This is an optimization exercise on Yosys and OpenROAD, whose aim is a short achievable clock period and few clock cycles, not a production implementation.
In this exercise RTL edits were held to simulation tests only and were not proved equivalent to the original.
No activity file was given, so power comes from the tool's default toggle rates.

$ cat flow/config.mk
export PLATFORM = sky130hd
export DESIGN_NAME = singlecycle
export DESIGN_NICKNAME = singlecycle
export VERILOG_FILES = /design/flow/design.v
export SDC_FILE = /design/flow/constraint.sdc
export NUM_CORES = 4
export LEC_CHECK = 0
export ABC_CLOCK_PERIOD_IN_PS = 3000
export CAP_MARGIN = 20
export CORE_MARGIN = 2
export CORE_UTILIZATION = 40
export SETUP_SLACK_MARGIN = 5
export SLEW_MARGIN = 20
$ cat flow/constraint.sdc
create_clock -name core_clock -period 10.0 [get_ports {clk_i}]
set_input_delay 2.0000 -clock core_clock [delete_from_list [all_inputs] [get_ports {clk_i}]]
set_output_delay 2.0000 -clock core_clock [all_outputs]
set_load 0.01 [all_outputs]
$ cat flow/design.v
module singlecycle(
    input  logic        clk_i,
    input  logic        rst_ni,
    input  logic [31:0] io_sw_i,
    output logic [31:0] imem_addr_o,
    input  logic [31:0] imem_rdata_i,
    output logic        dmem_we_o,
    output logic [31:0] dmem_addr_o,
    output logic [31:0] dmem_wdata_o,
    input  logic [31:0] dmem_rdata_i,
    output logic [31:0] io_lcd_o,
    output logic [31:0] io_ledg_o,
    output logic [31:0] io_ledr_o,
    output logic [ 6:0] io_hex0_o,
    output logic [ 6:0] io_hex1_o,
    output logic [ 6:0] io_hex2_o,
    output logic [ 6:0] io_hex3_o,
    output logic [ 6:0] io_hex4_o,
    output logic [ 6:0] io_hex5_o,
    output logic [ 6:0] io_hex6_o,
    output logic [ 6:0] io_hex7_o
);
    logic [31:0] pc_q;
    logic        id_v_q;
    logic [31:0] id_pc_q, id_pc4_q, id_ins_q;
    logic        ex_rd_we_q, ex_ld_q, ex_st_q;
    logic [4:0]  ex_rd_q;
    logic        ex_c_al_q, ex_c_eq_q, ex_c_ne_q, ex_c_lt_q, ex_c_ge_q, ex_c_ltu_q, ex_c_geu_q;
    logic        ex_jalr_q;
    logic        ex_s_add_q, ex_s_slt_q, ex_s_sltu_q, ex_s_xor_q, ex_s_or_q, ex_s_and_q;
    logic        ex_s_sll_q, ex_s_srl_q, ex_s_sra_q, ex_s_k_q, ex_sub_q;
    logic        ex_fa_q, ex_fb_q, ex_fs_q;
    logic [31:0] ex_a_q, ex_b_q, ex_s_q, ex_k_q, ex_alt_q;
    logic        me_rd_we_q, me_ld_q, me_we_q, me_iowe_q, me_ldm_q, me_ldio_q, me_ldsw_q;
    logic [4:0]  me_rd_q;
    logic [31:0] me_res_q, me_addr_q, me_wd_q;
    logic [31:0] rf [1:31];
    logic [31:0] iom [0:15];
    logic [31:0] me_ld_data, me_result;
    assign dmem_addr_o  = me_addr_q;
    assign dmem_wdata_o = me_wd_q;
    assign dmem_we_o    = me_we_q;
    assign me_ld_data = ({32{me_ldm_q}}  & dmem_rdata_i)
                      | ({32{me_ldio_q}} & iom[me_addr_q[5:2]])
                      | ({32{me_ldsw_q}} & io_sw_i);
    assign me_result  = me_ld_q ? me_ld_data : me_res_q;
    always_ff @(posedge clk_i) begin
        if (!rst_ni) begin
            for (int i = 0; i < 16; i++) iom[i] <= 32'h0;
        end else if (me_iowe_q) begin
            iom[me_addr_q[5:2]] <= me_wd_q;
        end
    end
    always_ff @(posedge clk_i) begin
        if (me_rd_we_q) rf[me_rd_q] <= me_result;
    end
    assign io_ledr_o = iom[0];
    assign io_ledg_o = iom[4];
    assign io_hex0_o = iom[8][6:0];
    assign io_hex1_o = iom[8][14:8];
    assign io_hex2_o = iom[8][22:16];
    assign io_hex3_o = iom[8][30:24];
    assign io_hex4_o = iom[9][6:0];
    assign io_hex5_o = iom[9][14:8];
    assign io_hex6_o = iom[9][22:16];
    assign io_hex7_o = iom[9][30:24];
    assign io_lcd_o  = iom[12];
    logic [31:0] a, b, sdat, sum, bx, res;
    logic        eq, lt, ltu, ex_redirect;
    logic [31:0] ex_target;
    assign a    = ex_fa_q ? me_res_q : ex_a_q;
    assign b    = ex_fb_q ? me_res_q : ex_b_q;
    assign sdat = ex_fs_q ? me_res_q : ex_s_q;
    assign bx   = b ^ {32{ex_sub_q}};
    assign sum  = a + bx + {31'b0, ex_sub_q};
    assign eq   = (a == b);
    assign ltu  = (a < b);
    assign lt   = (a[31] ^ b[31]) ? a[31] : ltu;
    assign res  = ({32{ex_s_add_q}}  & sum)
                | ({32{ex_s_slt_q}}  & {31'b0, lt})
                | ({32{ex_s_sltu_q}} & {31'b0, ltu})
                | ({32{ex_s_xor_q}}  & (a ^ b))
                | ({32{ex_s_or_q}}   & (a | b))
                | ({32{ex_s_and_q}}  & (a & b))
                | ({32{ex_s_sll_q}}  & (a << b[4:0]))
                | ({32{ex_s_srl_q}}  & (a >> b[4:0]))
                | ({32{ex_s_sra_q}}  & ((a >> b[4:0]) | ({32{a[31]}} & ~(32'hFFFFFFFF >> b[4:0]))))
                | ({32{ex_s_k_q}}    & ex_k_q);
    assign ex_redirect = ex_c_al_q | (ex_c_eq_q & eq) | (ex_c_ne_q & ~eq)
                       | (ex_c_lt_q & lt) | (ex_c_ge_q & ~lt)
                       | (ex_c_ltu_q & ltu) | (ex_c_geu_q & ~ltu);
    assign ex_target = ex_jalr_q ? sum : ex_alt_q;
    always_ff @(posedge clk_i) begin
        if (!rst_ni) begin
            me_rd_we_q <= 1'b0; me_ld_q <= 1'b0; me_we_q <= 1'b0; me_iowe_q <= 1'b0;
            me_ldm_q <= 1'b0; me_ldio_q <= 1'b0; me_ldsw_q <= 1'b0;
        end else begin
            me_rd_we_q <= ex_rd_we_q;
            me_ld_q    <= ex_ld_q;
            me_we_q    <= ex_st_q & (sum[15:14] == 2'b00);
            me_iowe_q  <= ex_st_q & (sum[15:13] == 3'b011) & ~sum[11];
            me_ldm_q   <= ex_ld_q & (sum[15:14] == 2'b00);
            me_ldio_q  <= ex_ld_q & (sum[15:13] == 3'b011) & ~sum[11];
            me_ldsw_q  <= ex_ld_q & (sum[15:13] == 3'b011) &  sum[11];
        end
        me_rd_q   <= ex_rd_q;
        me_res_q  <= res;
        me_addr_q <= sum;
        me_wd_q   <= sdat;
    end
    logic [31:0] ins;
    logic [4:0]  opc, rs1, rs2, rd;
    logic [2:0]  f3;
    logic is_lui, is_auipc, is_jal, is_jalr, is_br, is_ld, is_st, is_opi, is_op;
    logic use1, use2, wr, b_imm, stall, id_go, id_redirect, pred;
    logic [31:0] immI, immS, immB, immJ, immU, imm_pc, id_sum, rs1v, rs2v;
    assign ins = id_ins_q;
    assign opc = ins[6:2];
    assign rs1 = ins[19:15];
    assign rs2 = ins[24:20];
    assign rd  = ins[11:7];
    assign f3  = ins[14:12];
    assign is_lui   = (opc == 5'b01101);
    assign is_auipc = (opc == 5'b00101);
    assign is_jal   = (opc == 5'b11011);
    assign is_jalr  = (opc == 5'b11001);
    assign is_br    = (opc == 5'b11000);
    assign is_ld    = (opc == 5'b00000);
    assign is_st    = (opc == 5'b01000);
    assign is_opi   = (opc == 5'b00100);
    assign is_op    = (opc == 5'b01100);
    assign use1 = is_jalr | is_br | is_ld | is_st | is_opi | is_op;
    assign use2 = is_br | is_st | is_op;
    assign wr   = (is_lui | is_auipc | is_jal | is_jalr | is_ld | is_opi | is_op) & (rd != 5'd0);
    assign b_imm = is_jalr | is_ld | is_st | is_opi;
    assign immI = {{20{ins[31]}}, ins[31:20]};
    assign immS = {{20{ins[31]}}, ins[31:25], ins[11:7]};
    assign immB = {{19{ins[31]}}, ins[31], ins[7], ins[30:25], ins[11:8], 1'b0};
    assign immJ = {{11{ins[31]}}, ins[31], ins[19:12], ins[20], ins[30:21], 1'b0};
    assign immU = {ins[31:12], 12'b0};
    assign imm_pc = is_br ? immB : (is_jal ? immJ : immU);
    assign id_sum = id_pc_q + imm_pc;
    assign rs1v = (rs1 == 5'd0) ? 32'h0 : ((me_rd_we_q && me_rd_q == rs1) ? me_result : rf[rs1]);
    assign rs2v = (rs2 == 5'd0) ? 32'h0 : ((me_rd_we_q && me_rd_q == rs2) ? me_result : rf[rs2]);
    assign stall = id_v_q & ex_ld_q & ex_rd_we_q &
                   ((use1 & (ex_rd_q == rs1)) | (use2 & (ex_rd_q == rs2)));
    assign id_go = id_v_q & ~stall & ~ex_redirect;
    assign pred  = is_jal | (is_br & ins[31]);
    assign id_redirect = id_v_q & ~stall & pred;
    always_ff @(posedge clk_i) begin
        if (!rst_ni || !id_go) begin
            ex_rd_we_q <= 1'b0; ex_ld_q <= 1'b0; ex_st_q <= 1'b0;
            ex_c_al_q <= 1'b0; ex_c_eq_q <= 1'b0; ex_c_ne_q <= 1'b0; ex_c_lt_q <= 1'b0;
            ex_c_ge_q <= 1'b0; ex_c_ltu_q <= 1'b0; ex_c_geu_q <= 1'b0;
        end else begin
            ex_rd_we_q <= wr;
            ex_ld_q    <= is_ld;
            ex_st_q    <= is_st;
            ex_c_al_q  <= is_jalr;
            ex_c_eq_q  <= is_br & (pred ? (f3 == 3'b001) : (f3 == 3'b000));
            ex_c_ne_q  <= is_br & (pred ? (f3 == 3'b000) : (f3 == 3'b001));
            ex_c_lt_q  <= is_br & (pred ? (f3 == 3'b101) : (f3 == 3'b100));
            ex_c_ge_q  <= is_br & (pred ? (f3 == 3'b100) : (f3 == 3'b101));
            ex_c_ltu_q <= is_br & (pred ? (f3 == 3'b111) : (f3 == 3'b110));
            ex_c_geu_q <= is_br & (pred ? (f3 == 3'b110) : (f3 == 3'b111));
        end
        ex_jalr_q  <= is_jalr;
        ex_rd_q    <= rd;
        ex_sub_q   <= is_op & ins[30] & (f3 == 3'b000);
        ex_s_add_q <= ((is_op | is_opi) & (f3 == 3'b000)) | is_ld | is_st;
        ex_s_slt_q <= (is_op | is_opi) & (f3 == 3'b010);
        ex_s_sltu_q<= (is_op | is_opi) & (f3 == 3'b011);
        ex_s_xor_q <= (is_op | is_opi) & (f3 == 3'b100);
        ex_s_or_q  <= (is_op | is_opi) & (f3 == 3'b110);
        ex_s_and_q <= (is_op | is_opi) & (f3 == 3'b111);
        ex_s_sll_q <= (is_op | is_opi) & (f3 == 3'b001);
        ex_s_srl_q <= (is_op | is_opi) & (f3 == 3'b101) & ~ins[30];
        ex_s_sra_q <= (is_op | is_opi) & (f3 == 3'b101) &  ins[30];
        ex_s_k_q   <= is_lui | is_auipc | is_jal | is_jalr;
        ex_k_q     <= is_lui ? immU : (is_auipc ? id_sum : id_pc4_q);
        ex_alt_q   <= pred ? id_pc4_q : id_sum;
        ex_fa_q    <= ex_rd_we_q & (ex_rd_q == rs1);
        ex_fb_q    <= ~b_imm & ex_rd_we_q & (ex_rd_q == rs2);
        ex_fs_q    <= ex_rd_we_q & (ex_rd_q == rs2);
        ex_a_q     <= rs1v;
        ex_b_q     <= b_imm ? (is_st ? immS : immI) : rs2v;
        ex_s_q     <= rs2v;
    end
    logic [31:0] pc4, pc_next;
    assign pc4 = pc_q + 32'd4;
    assign imem_addr_o = pc_q;
    always_comb begin
        if (ex_redirect)      pc_next = ex_target;
        else if (stall)       pc_next = pc_q;
        else if (id_redirect) pc_next = id_sum;
        else                  pc_next = pc4;
    end
    always_ff @(posedge clk_i) begin
        if (!rst_ni) begin
            pc_q   <= 32'h0;
            id_v_q <= 1'b0;
        end else begin
            pc_q <= pc_next;
            if (ex_redirect || (id_redirect && !stall)) id_v_q <= 1'b0;
            else if (!stall)                            id_v_q <= 1'b1;
        end
        if (!stall) begin
            id_pc_q  <= pc_q;
            id_pc4_q <= pc4;
            id_ins_q <= imem_rdata_i;
        end
    end
endmodule
$ cat flow/run.sh
#!/bin/bash
# synth_recipe.tcl (not shown) runs the flow's synth.tcl, then flattens the netlist and writes it again
# the make line also repeats each setting of config.mk as NAME=value (left out here)
make -C /OpenROAD-flow-scripts/flow DESIGN_CONFIG=/design/flow/config.mk WORK_HOME=/design/flow/orfs CLKGATE_MAP_FILE= SYNTH_SCRIPT=/design/flow/synth_recipe.tcl finish
==> flow_metrics.py, run 1 <==
metrics = {
    "finish": {
        "final_cells": 10100,
        "drive_gt1_share_pct": 20.9,
        "fin_area_um2": 109000,
        "fin_util_pct": 46.4,
        "areaGrowthSynthToFinish_pct": 15.3,
        "fin_nets": 7044,
    },
    "critical_path": {
        "slowest_stage": "mux2i_1",
        "path_cells": "clkbuf_8 -> mux2i_1 -> inv_1 -> ha_1 -> a2111o_1 -> o211ai_1 -> a311oi_1 -> buf_4 -> o21ai_0 -> o21ai_0 -> xnor2_1 -> nand2_1 -> a221oi_1",
        "slowest_delay_ps": 610,
        "cp-end-kind": "flip-flop",
        "cp_common_cell": "o21ai_0",
        "required_ps": 10760,
        "crit_arrival_ps": 5800,
        "critPathKind": "reg2reg",
        "startpoint_type": "flip-flop",
        "path_max_fanout": 34,
    },
    "power": {
        "peakVddDrop_uv": 151,
        "p_total_mw": 21.2,
        "leakage_nw": 38.2,
        "cellPowerDensity_nw_per_um2": 194,
    },
    "die": {
        "rows": 178,
        "die-area_um2": 241000,
        "coreArea_um2": 235000,
        "start_util_pct": 40.3,
        "die_x_um": 491,
        "ioPinCount": 347,
        "die_y_um": 491,
    },
    "routing": {
        "num_vias": 62800,
        "drt-initial-drc-count": 8173,
        "dr.pass1.iters": 6,
        "wl_um": 342000,
        "drc": 0,
        "wire_per_inst_um": 33.8,
        "antenna_left": 0,
        "avgViaCountPerCell": 6.21,
    },
    "cts": {
        "htree_num_levels": 4,
        "ctsHoldBuffers": 0,
        "cts_tree": "done",
        "cts_made_buffers": 207,
        "clock_sinks": 1932,
        "cts-root-buf": "clkbuf_16",
        "path_clk_slew_ps": 60,
        "clk_latency_ps": 910,
        "cts_max_path_buffers": 3,
    },
    "synthesis": {
        "yosysSeqAreaShare_pct": 57.7,
        "yosys_warnings": 1,
        "synth_seq_cells": 1932,
        "syn_area_um2": 94800,
        "ys.flop_type": "edfxtp_1",
        "async_flop_share_pct": 0,
        "synth-edff-count": 1596,
        "synth_fp_nets": 6843,
        "synth.avg_cell_area_um2": 14.4,
        "syn_inst": 6585,
        "ys_types": 77,
    },
    "sta": {
        "setup_tns_ps": 0,
        "drv_slew": 0,
        "finalHoldViolCount": 0,
        "min_period_over_period_pct": 50.4,
        "finalSetupViolations": 0,
        "fmax_ghz": 0.198,
        "grt_setup_unrepaired": "true",
        "setup_slack_ps": 4960,
        "fin_skew_ps": 94.5,
        "worst_pin_slew_ps": 1260,
        "relSlewSlack_pct": 16.3,
        "hold-worst-slack_ps": 394,
        "finalCriticalPeriod_ps": 5040,
    },
    "global_routing": {
        "antenna_found_initial": 20,
        "grt_max_degree": 110,
        "grt_pass1_vias": 61100,
        "grt_pass1_wl_um": 476000,
        "grt_overflow": 0,
        "grt_usage_pct": 27.8,
    },
    "run_status": {
        "status": "no timing/DRC/antenna violations",
    },
    "placed_design": {
        "pre_cts_slack_ps": 3870,
        "place_inst": 9710,
        "post-dp-hpwl_um": 222000,
        "gp_congestion": 0.991,
        "io_buffers": 344,
        "dpl-instance-area_um2": 102000,
    },
    "job": {
        "max_cap_violations": 0,
    },
    "hold_path": {
        "hp-class": "reg2reg",
    },
}
[power breakdown]
group / switching, mW / internal [mW] / total [mW]
registers: 0.353 / 9.01 / 9.36
logic: 2.46 / 1.62 / 4.08
clock network: 3.37 / 4.35 / 7.72
total: 6.18 / 15.0 / 21.2
[cells in the final DEF, fill, tap and decap left out, types with 52 or more instances in the layout]
cell and instances:
a211oi_1 116, a21o_1 68, a21oi_1 246, a221oi_1 52, and2_1 523, buf_4 195
clkbuf_1 60, clkbuf_16 212, clkdlybuf4s50_1 343, dfxtp_1 317, edfxtp_1 1596, ha_1 158
inv_1 113, mux2_2 102, mux2i_1 279, mux4_2 656, nand2_1 336, nor2_1 276
nor2b_1 60, o211ai_1 53, o21ai_0 239, xnor2_1 85
[synthesized netlist by cell type, drive strengths merged, types with 16 or more instances]
cell	count	share of area (%)
mux2i	307	3.3
mux2	102	1.2
nor2	321	1.3
o221ai	24	0.22
a21oi	266	1.4
a22oi	21	0.17
xor2	45	0.42
nor2b	63	0.42
a221o	29	0.31
a222oi	32	0.34
a21o	68	0.54
nor4	16	0.11
o211ai	53	0.42
nand2b	32	0.21
a211oi	117	0.93
xnor2	85	0.79
a31oi	19	0.13
ha	158	2.1
buf	185	1.1
nor3	58	0.31
mux4	656	16
a221oi	52	0.48
nand3	46	0.24
inv	119	0.47
and3	22	0.15
nand2	337	1.3
edfxtp	1596	51
o22ai	28	0.18
nand4	23	0.15
clkbuf	385	1.5
and2	523	3.5
o21ai	254	1.3
dfxtp	336	7.1
a22o	16	0.15
[kinds of logic (layout without fill, tap and decap cells)]
group	after synthesis	count (layout)	share of synthesized area [%]
compound gates	1108	1108	7.81
xor+xnor	130	130	1.20
fa+ha+maj	160	160	2.13
buf+inv	694	1074	3.07
flops	1932	1932	57.7
mux	1065	1065	20.1
other cells	0	9	0
simple gates	1496	1496	8.07
[registers in the layout, indices dropped and copies added, names as in the netlist, 5 cells and up, named ones only]
name / flops
rf: 992
iom: 512
ex_a_q: 32
ex_alt_q: 32
ex_b_q: 32
ex_k_q: 32
ex_s_q: 32
id_pc_q: 32
me_addr_q: 32
me_res_q: 32
me_wd_q: 32
pc_q: 32
id_ins_q: 30
id_pc4_q: 30
ex_rd_q: 5
me_rd_q: 5
[worst max-delay path: cells and delay by family, from the launching register on]
family / cells / cell delay (ps)
adder cells (fa/ha/maj): 1 / 450
AO/OA/AOI/OAI: 6 / 1940
XOR/XNOR: 1 / 520
AND/OR/NAND/NOR: 1 / 120
flip-flops: 1 / 320
multiplexers: 1 / 610
buffers and inverters: 3 / 950
[final cells by class]
| cell class | instances | area [µm²] |
|---|---|---|
| tap | 3150 | 3940 |
| clock buffer | 294 | 5830 |
| timing repair buffer | 560 | 5240 |
| clock inverter | 94 | 1020 |
| fill | 20500 | 126000 |
| sequential | 1932 | 54700 |
| inverter | 124 | 475 |
| antenna | 9 | 22.5 |
| multi-input combinational | 3959 | 38000 |
| timing repair inverter | 2 | 12.5 |
[path summary, 6_finish.rpt]
path	cells after the start	end	from	slack [ps]
max	13	pc_q[22]	ex_fa_q	4960
min	0	me_rd_q[0]	ex_rd_q[0]	390
max reg2reg	13	pc_q[22]	ex_fa_q	4960
min reg2reg	0	me_rd_q[0]	ex_rd_q[0]	390
[per-layer routing]
layer / track usage (%) / up-vias / part of all wire, %
met5: 0 / - / 0.011
met4: 11.3 / 6 / 4.2
met3: 6.32 / 613 / 9.9
met2: 43.8 / 3463 / 47
met1: 37.0 / 32700 / 39
li1: - / 26000 / -
[what timing repair did]
action	in CTS	in global routing
endpoints found under the setup margin	179	149
gates cloned	1	1
gates resized for setup	23	24
buffers inserted	9	2
pin swaps	1	1
Testbench counts, summed over its fixed seeds: cycles 193,791.
==> inputs of run 2 (changes only) <==
--- a/flow/design.v
+++ b/flow/design.v
@@ -23,6 +23,7 @@
     logic [31:0] pc_q;
     logic        id_v_q;
     logic [31:0] id_pc_q, id_pc4_q, id_ins_q;
+    logic        ex_kill_q;
     logic        ex_rd_we_q, ex_ld_q, ex_st_q;
     logic [4:0]  ex_rd_q;
     logic        ex_c_al_q, ex_c_eq_q, ex_c_ne_q, ex_c_lt_q, ex_c_ge_q, ex_c_ltu_q, ex_c_geu_q;
@@ -65,17 +66,34 @@
     assign io_hex6_o = iom[9][22:16];
     assign io_hex7_o = iom[9][30:24];
     assign io_lcd_o  = iom[12];
-    logic [31:0] a, b, sdat, sum, bx, res;
+    logic [31:0] m, a, b, sdat, bx0, mx, res;
+    logic [31:0] sum00, sum10, sum01, sum11, sum;
+    logic        eq00, eq10, eq01, ltu00, ltu10, ltu01, lt00, lt10, lt01;
     logic        eq, lt, ltu, ex_redirect;
     logic [31:0] ex_target;
-    assign a    = ex_fa_q ? me_res_q : ex_a_q;
-    assign b    = ex_fb_q ? me_res_q : ex_b_q;
-    assign sdat = ex_fs_q ? me_res_q : ex_s_q;
-    assign bx   = b ^ {32{ex_sub_q}};
-    assign sum  = a + bx + {31'b0, ex_sub_q};
-    assign eq   = (a == b);
-    assign ltu  = (a < b);
-    assign lt   = (a[31] ^ b[31]) ? a[31] : ltu;
+    assign m    = me_res_q;
+    assign a    = ex_fa_q ? m : ex_a_q;
+    assign b    = ex_fb_q ? m : ex_b_q;
+    assign sdat = ex_fs_q ? m : ex_s_q;
+    assign bx0   = ex_b_q ^ {32{ex_sub_q}};
+    assign mx    = m ^ {32{ex_sub_q}};
+    assign sum00 = ex_a_q + bx0 + {31'b0, ex_sub_q};
+    assign sum10 = m      + bx0 + {31'b0, ex_sub_q};
+    assign sum01 = ex_a_q + mx  + {31'b0, ex_sub_q};
+    assign sum11 = m      + mx  + {31'b0, ex_sub_q};
+    assign sum   = ex_fa_q ? (ex_fb_q ? sum11 : sum10) : (ex_fb_q ? sum01 : sum00);
+    assign eq00  = (ex_a_q == ex_b_q);
+    assign eq10  = (m == ex_b_q);
+    assign eq01  = (ex_a_q == m);
+    assign ltu00 = (ex_a_q < ex_b_q);
+    assign ltu10 = (m < ex_b_q);
+    assign ltu01 = (ex_a_q < m);
+    assign lt00  = (ex_a_q[31] ^ ex_b_q[31]) ? ex_a_q[31] : ltu00;
+    assign lt10  = (m[31] ^ ex_b_q[31])      ? m[31]      : ltu10;
+    assign lt01  = (ex_a_q[31] ^ m[31])      ? ex_a_q[31] : ltu01;
+    assign eq  = ex_fa_q ? (ex_fb_q | eq10) : (ex_fb_q ? eq01 : eq00);
+    assign ltu = ex_fa_q ? (~ex_fb_q & ltu10) : (ex_fb_q ? ltu01 : ltu00);
+    assign lt  = ex_fa_q ? (~ex_fb_q & lt10) : (ex_fb_q ? lt01 : lt00);
     assign res  = ({32{ex_s_add_q}}  & sum)
                 | ({32{ex_s_slt_q}}  & {31'b0, lt})
                 | ({32{ex_s_sltu_q}} & {31'b0, ltu})
@@ -86,12 +104,12 @@
                 | ({32{ex_s_srl_q}}  & (a >> b[4:0]))
                 | ({32{ex_s_sra_q}}  & ((a >> b[4:0]) | ({32{a[31]}} & ~(32'hFFFFFFFF >> b[4:0]))))
                 | ({32{ex_s_k_q}}    & ex_k_q);
-    assign ex_redirect = ex_c_al_q | (ex_c_eq_q & eq) | (ex_c_ne_q & ~eq)
+    assign ex_redirect = ~ex_kill_q & (ex_c_al_q | (ex_c_eq_q & eq) | (ex_c_ne_q & ~eq)
                        | (ex_c_lt_q & lt) | (ex_c_ge_q & ~lt)
-                       | (ex_c_ltu_q & ltu) | (ex_c_geu_q & ~ltu);
+                       | (ex_c_ltu_q & ltu) | (ex_c_geu_q & ~ltu));
     assign ex_target = ex_jalr_q ? sum : ex_alt_q;
     always_ff @(posedge clk_i) begin
-        if (!rst_ni) begin
+        if (!rst_ni || ex_kill_q) begin
             me_rd_we_q <= 1'b0; me_ld_q <= 1'b0; me_we_q <= 1'b0; me_iowe_q <= 1'b0;
             me_ldm_q <= 1'b0; me_ldio_q <= 1'b0; me_ldsw_q <= 1'b0;
         end else begin
@@ -112,7 +130,7 @@
     logic [4:0]  opc, rs1, rs2, rd;
     logic [2:0]  f3;
     logic is_lui, is_auipc, is_jal, is_jalr, is_br, is_ld, is_st, is_opi, is_op;
-    logic use1, use2, wr, b_imm, stall, id_go, id_redirect, pred;
+    logic use1, use2, wr, b_imm, stall, id_go, pred;
     logic [31:0] immI, immS, immB, immJ, immU, imm_pc, id_sum, rs1v, rs2v;
     assign ins = id_ins_q;
     assign opc = ins[6:2];
@@ -138,16 +156,17 @@
     assign immB = {{19{ins[31]}}, ins[31], ins[7], ins[30:25], ins[11:8], 1'b0};
     assign immJ = {{11{ins[31]}}, ins[31], ins[19:12], ins[20], ins[30:21], 1'b0};
     assign immU = {ins[31:12], 12'b0};
-    assign imm_pc = is_br ? immB : (is_jal ? immJ : immU);
+    assign imm_pc = is_br ? immB : immU;
     assign id_sum = id_pc_q + imm_pc;
     assign rs1v = (rs1 == 5'd0) ? 32'h0 : ((me_rd_we_q && me_rd_q == rs1) ? me_result : rf[rs1]);
     assign rs2v = (rs2 == 5'd0) ? 32'h0 : ((me_rd_we_q && me_rd_q == rs2) ? me_result : rf[rs2]);
     assign stall = id_v_q & ex_ld_q & ex_rd_we_q &
                    ((use1 & (ex_rd_q == rs1)) | (use2 & (ex_rd_q == rs2)));
-    assign id_go = id_v_q & ~stall & ~ex_redirect;
-    assign pred  = is_jal | (is_br & ins[31]);
-    assign id_redirect = id_v_q & ~stall & pred;
-    always_ff @(posedge clk_i) begin
+    assign id_go = id_v_q & ~stall;
+    assign pred  = is_br & ins[31];
+    always_ff @(posedge clk_i) begin
+        if (!rst_ni) ex_kill_q <= 1'b0;
+        else         ex_kill_q <= ex_redirect;
         if (!rst_ni || !id_go) begin
             ex_rd_we_q <= 1'b0; ex_ld_q <= 1'b0; ex_st_q <= 1'b0;
             ex_c_al_q <= 1'b0; ex_c_eq_q <= 1'b0; ex_c_ne_q <= 1'b0; ex_c_lt_q <= 1'b0;
@@ -163,6 +182,7 @@
             ex_c_ge_q  <= is_br & (pred ? (f3 == 3'b100) : (f3 == 3'b101));
             ex_c_ltu_q <= is_br & (pred ? (f3 == 3'b111) : (f3 == 3'b110));
             ex_c_geu_q <= is_br & (pred ? (f3 == 3'b110) : (f3 == 3'b111));
+            if (is_br & pred & ((f3 == 3'b010) | (f3 == 3'b011))) ex_c_al_q <= 1'b1;
         end
         ex_jalr_q  <= is_jalr;
         ex_rd_q    <= rd;
@@ -179,21 +199,27 @@
         ex_s_k_q   <= is_lui | is_auipc | is_jal | is_jalr;
         ex_k_q     <= is_lui ? immU : (is_auipc ? id_sum : id_pc4_q);
         ex_alt_q   <= pred ? id_pc4_q : id_sum;
-        ex_fa_q    <= ex_rd_we_q & (ex_rd_q == rs1);
-        ex_fb_q    <= ~b_imm & ex_rd_we_q & (ex_rd_q == rs2);
-        ex_fs_q    <= ex_rd_we_q & (ex_rd_q == rs2);
+        ex_fa_q    <= ex_rd_we_q & ~ex_kill_q & (ex_rd_q == rs1);
+        ex_fb_q    <= ~b_imm & ex_rd_we_q & ~ex_kill_q & (ex_rd_q == rs2);
+        ex_fs_q    <= ex_rd_we_q & ~ex_kill_q & (ex_rd_q == rs2);
         ex_a_q     <= rs1v;
         ex_b_q     <= b_imm ? (is_st ? immS : immI) : rs2v;
         ex_s_q     <= rs2v;
     end
-    logic [31:0] pc4, pc_next;
+    logic [31:0] pc4, pc_pred, pc_next, if_ins, if_imm, if_target;
+    logic        if_pred;
+    assign imem_addr_o = pc_q;
+    assign if_ins = imem_rdata_i;
     assign pc4 = pc_q + 32'd4;
-    assign imem_addr_o = pc_q;
+    assign if_pred = (if_ins[6:2] == 5'b11011) | ((if_ins[6:2] == 5'b11000) & if_ins[31]);
+    assign if_imm  = if_ins[3] ? {{11{if_ins[31]}}, if_ins[31], if_ins[19:12], if_ins[20], if_ins[30:21], 1'b0}
+                               : {{19{if_ins[31]}}, if_ins[31], if_ins[7], if_ins[30:25], if_ins[11:8], 1'b0};
+    assign if_target = pc_q + if_imm;
+    assign pc_pred = if_pred ? if_target : pc4;
     always_comb begin
-        if (ex_redirect)      pc_next = ex_target;
-        else if (stall)       pc_next = pc_q;
-        else if (id_redirect) pc_next = id_sum;
-        else                  pc_next = pc4;
+        if (ex_redirect) pc_next = ex_target;
+        else if (stall)  pc_next = pc_q;
+        else             pc_next = pc_pred;
     end
     always_ff @(posedge clk_i) begin
         if (!rst_ni) begin
@@ -201,8 +227,8 @@
             id_v_q <= 1'b0;
         end else begin
             pc_q <= pc_next;
-            if (ex_redirect || (id_redirect && !stall)) id_v_q <= 1'b0;
-            else if (!stall)                            id_v_q <= 1'b1;
+            if (ex_redirect) id_v_q <= 1'b0;
+            else if (!stall) id_v_q <= 1'b1;
         end
         if (!stall) begin
             id_pc_q  <= pc_q;
==> run 2 against run 1 <==
Still clean. Non-clock buffer count rose by 44. Sequential cell count increased by 1. Highest routed layer unchanged. Clock power fell by 2%. Die area grew 9.4%. Hold slack got worse by 1.1 ps. Worst setup slack gained 87 ps. Utilization decreased by 0.56 points. Largest power group unchanged. Critical path type unchanged. Final cell count rose by 16%. Area after synthesis increased by 9.5%.
==> flow_metrics.py, run 2 <==
metrics = {
    "routing": {
        "antenna_left": 0,
        "dr.pass1.iters": 6,
        "avgViaCountPerCell": 6.29,
        "wire_per_inst_um": 33.6,
        "drt-initial-drc-count": 9857,
        "num_vias": 73700,
        "wl_um": 394000,
        "drc": 0,
    },
    "sta": {
        "grt_setup_unrepaired": "true",
        "finalSetupViolations": 0,
        "finalCriticalPeriod_ps": 4960,
        "setup_tns_ps": 0,
        "drv_slew": 0,
        "finalHoldViolCount": 0,
        "min_period_over_period_pct": 49.6,
        "relSlewSlack_pct": 16.6,
        "fin_skew_ps": 166,
        "worst_pin_slew_ps": 1240,
        "fmax_ghz": 0.202,
        "setup_slack_ps": 5040,
        "hold-worst-slack_ps": 393,
    },
    "finish": {
        "areaGrowthSynthToFinish_pct": 14.3,
        "layout_commonest_cell": "edfxtp_1",
        "layout_common_cells": "edfxtp_1, mux4_2, and2_1",
        "reg.largest.list": "rf (992), iom (512)",
        "largest_reg_flops": 992,
        "drive_gt1_share_pct": 18.3,
        "final_cells": 11700,
        "largest_register": "rf",
        "fin_nets": 8575,
    },
    "power": {
        "cellPowerDensity_nw_per_um2": 188,
        "peakVddDrop_uv": 198,
        "leakage_nw": 43.1,
        "p_total_mw": 22.3,
    },
    "synthesis": {
        "synth_top_area_share_pct": 46.2,
        "async_flop_share_pct": 0,
        "yosysSeqAreaShare_pct": 52.7,
        "syn_inst": 7943,
        "synth_seq_cells": 1933,
        "synth.avg_cell_area_um2": 13.1,
        "ys_types": 98,
        "ys.flop_type": "edfxtp_1",
        "synth_top_area_cell": "edfxtp_1",
        "synth_fp_nets": 8388,
        "yosysMostFrequentCell": "edfxtp_1",
        "yosys_warnings": 1,
        "synth_top_cells_by_count": "edfxtp_1, mux4_2, nor2_1",
        "synth_area_leaders": "edfxtp_1, mux4_2, dfxtp_1",
        "syn_area_um2": 104000,
        "synth-edff-count": 1596,
    },
    "placed_design": {
        "pre_cts_slack_ps": 3780,
        "io_buffers": 344,
        "post-dp-hpwl_um": 267000,
        "gp_congestion": 0.968,
        "place_inst": 11300,
    },
    "cts": {
        "cts_tree": "done",
        "cts_made_buffers": 201,
        "clock_sinks": 1933,
        "htree_num_levels": 4,
        "clk_latency_ps": 950,
        "cts_max_path_buffers": 3,
        "cts-root-buf": "clkbuf_16",
        "path_clk_slew_ps": 60,
    },
    "critical_path": {
        "cp_common_cell": "buf_4",
        "reg2reg_from": "ex_a_q[27]",
        "slowest_delay_ps": 750,
        "startpoint_type": "flip-flop",
        "path_max_fanout": 30,
        "slowest_stage": "dfxtp_1",
        "crit_arrival_ps": 5720,
        "critPathKind": "reg2reg",
        "cp-end-kind": "flip-flop",
        "r2r_cells": 14,
        "r2r-end": "pc_q[30]",
        "rrSetupSlack_ps": 5040,
        "required_ps": 10760,
        "path_cells": "ha_1 -> nand3_1 -> nor4_1 -> and4_1 -> a221oi_1 -> a21o_1 -> mux2_1 -> nor4b_1 -> a31oi_2 -> buf_4 -> nand2_2 -> buf_4 -> nor2_1 -> a211o_1",
    },
    "global_routing": {
        "antenna_found_initial": 35,
        "grt_pass1_wl_um": 547000,
        "grt_usage_pct": 29.2,
        "grt_pass1_vias": 71100,
        "grt_max_degree": 159,
        "grt_overflow": 0,
    },
    "die": {
        "die_x_um": 513,
        "start_util_pct": 40.1,
        "coreArea_um2": 259000,
        "ioPinCount": 347,
        "die-area_um2": 264000,
        "rows": 187,
        "die_y_um": 513,
    },
    "run_status": {
        "status": "no timing/DRC/antenna violations",
    },
    "hold_path": {
        "hp-start": "ex_rd_q[4]",
        "worstHoldPathCells": 0,
        "hp-class": "reg2reg",
        "holdPathEnd": "me_rd_q[4]",
    },
    "job": {
        "max_cap_violations": 0,
    },
}
==> run 2: changes by cell type after synthesis, sizes merged, moves of 42 or more <==
cell   before  now
a21oi     266  457
ha        158  342
inv       119  219
mux2      102   60
mux4      656  698
nand2     337  497
nand3      46   98
nor2      321  548
xor2       45  156
==> run 2: timing repair <==
item                       in CTS  in global routing
setup buffers                   3                 15
cloned                          0                  1
setup endpoints to repair      32                 76
pin swaps                       2                  5
hold buffers                    0                  0
gates resized for setup        20                 38
==> run 2: logic make-up after synthesis <==
group           count (synthesis)  synth area share [%]
compound gates               1522                  9.62
xor+xnor                      274                  2.31
fa+ha+maj                     347                  4.22
buf+inv                       842                  3.35
flops                        1933                  52.7
mux                          1027                  18.4
simple gates                 1998                  9.42
==> run 2: final cells by class <==
cell class                      count  area (µm²)
Tap cell                         3402        4260
Clock buffer                      267        5450
Timing Repair Buffer              604        5590
Inverter                          222         833
Sequential cell                  1933       54700
Fill cell                       22900      140000
Antenna cell                       14        35.0
Clock inverter                    107        1210
Multi-Input combinational cell   5168       46600
==> run 2: worst max path at each step <==
| stage | from | end | cells after the start |
|---|---|---|---|
| 2_1_floorplan | rst_ni | iom[15][0] | 3 |
| 3_3_place_gp | imem_rdata_i[3] | pc_q[28] | 16 |
| 3_5_place_dp | imem_rdata_i[3] | pc_q[28] | 16 |
| 4_1_cts | id_ins_q[5] | ex_k_q[31] | 16 |
| 5_1_grt | id_ins_q[5] | ex_k_q[31] | 19 |
| 6_report | ex_a_q[27] | pc_q[30] | 14 |
==> run 2: layer usage <==
metal / GRT usage (%) / vias up / share of wire (%)
li1: - / 30900 / -
met1: 39.4 / 37900 / 40
met2: 45.8 / 4080 / 46
met3: 6.63 / 744 / 9.9
met4: 11.4 / 20 / 4.4
met5: 0 / - / 0.031
==> run 2: power breakdown <==
| part | switching (mW) | total, mW | internal [mW] |
|---|---|---|---|
| Combinational | 3.22 | 5.25 | 2.02 |
| Clock | 3.36 | 7.54 | 4.19 |
| Sequential | 0.448 | 9.47 | 9.02 |
| Total | 7.03 | 22.3 | 15.2 |
==> run 2: stage by stage <==
| step | util (%) | instance area (µm²) |
|---|---|---|
| after global routing | 45.8 | 119000 |
| after detailed placement | 43.1 | 112000 |
| after CTS | 45.7 | 118000 |
| after global placement | 43.1 | 112000 |
| final | 45.9 | 119000 |
| after floorplan | - | 104000 |
==> run 2: critical path: cells and delay by family (launching register included) <==
family	cells	cell delay [ps]
AO/OA/AOI/OAI	4	880
buffers and inverters	2	580
flip-flops	1	750
adder cells (fa/ha/maj)	1	260
AND/OR/NAND/NOR	6	1950
multiplexers	1	340
Testbench counts of run 2, summed over its fixed seeds: cycles 184,348.

## static timing again, ports no longer ideal
Ports are ideal in the flow. The routed layouts listed here were re-timed in OpenROAD. Step 1 (the two cells are an assumption about what drives the block):
set clk [get_ports {clk_i}]
set_driving_cell -lib_cell sky130_fd_sc_hd__clkbuf_16 $clk
set_driving_cell -lib_cell sky130_fd_sc_hd__buf_2 [delete_from_list [all_inputs] $clk]
Step 2 also shifts input and output timing later by t, the mid clock arrival at the registers, as if the neighbouring blocks saw the same clock. Slacks: ideal / step 1 / step 2; pairs: ideal / step 1.
| run | t (ns) | slack for setup (ns) | clock arrival spread, ns | cell pins on the clock port's net |
|---|---|---|---|---|
| run 1 | 0.953 | 4.956 / 4.956 / 4.862 | 0.098 / 0.098 | 1 |
| run 2 | 0.965 | 5.044 / 5.044 / 4.245 | 0.167 / 0.166 | 1 |
After both steps every run listed still meets setup and hold. For run 2, which loses most, drivers alone change the setup slack by 0.000 ns; drivers and shift together by -0.799 ns.
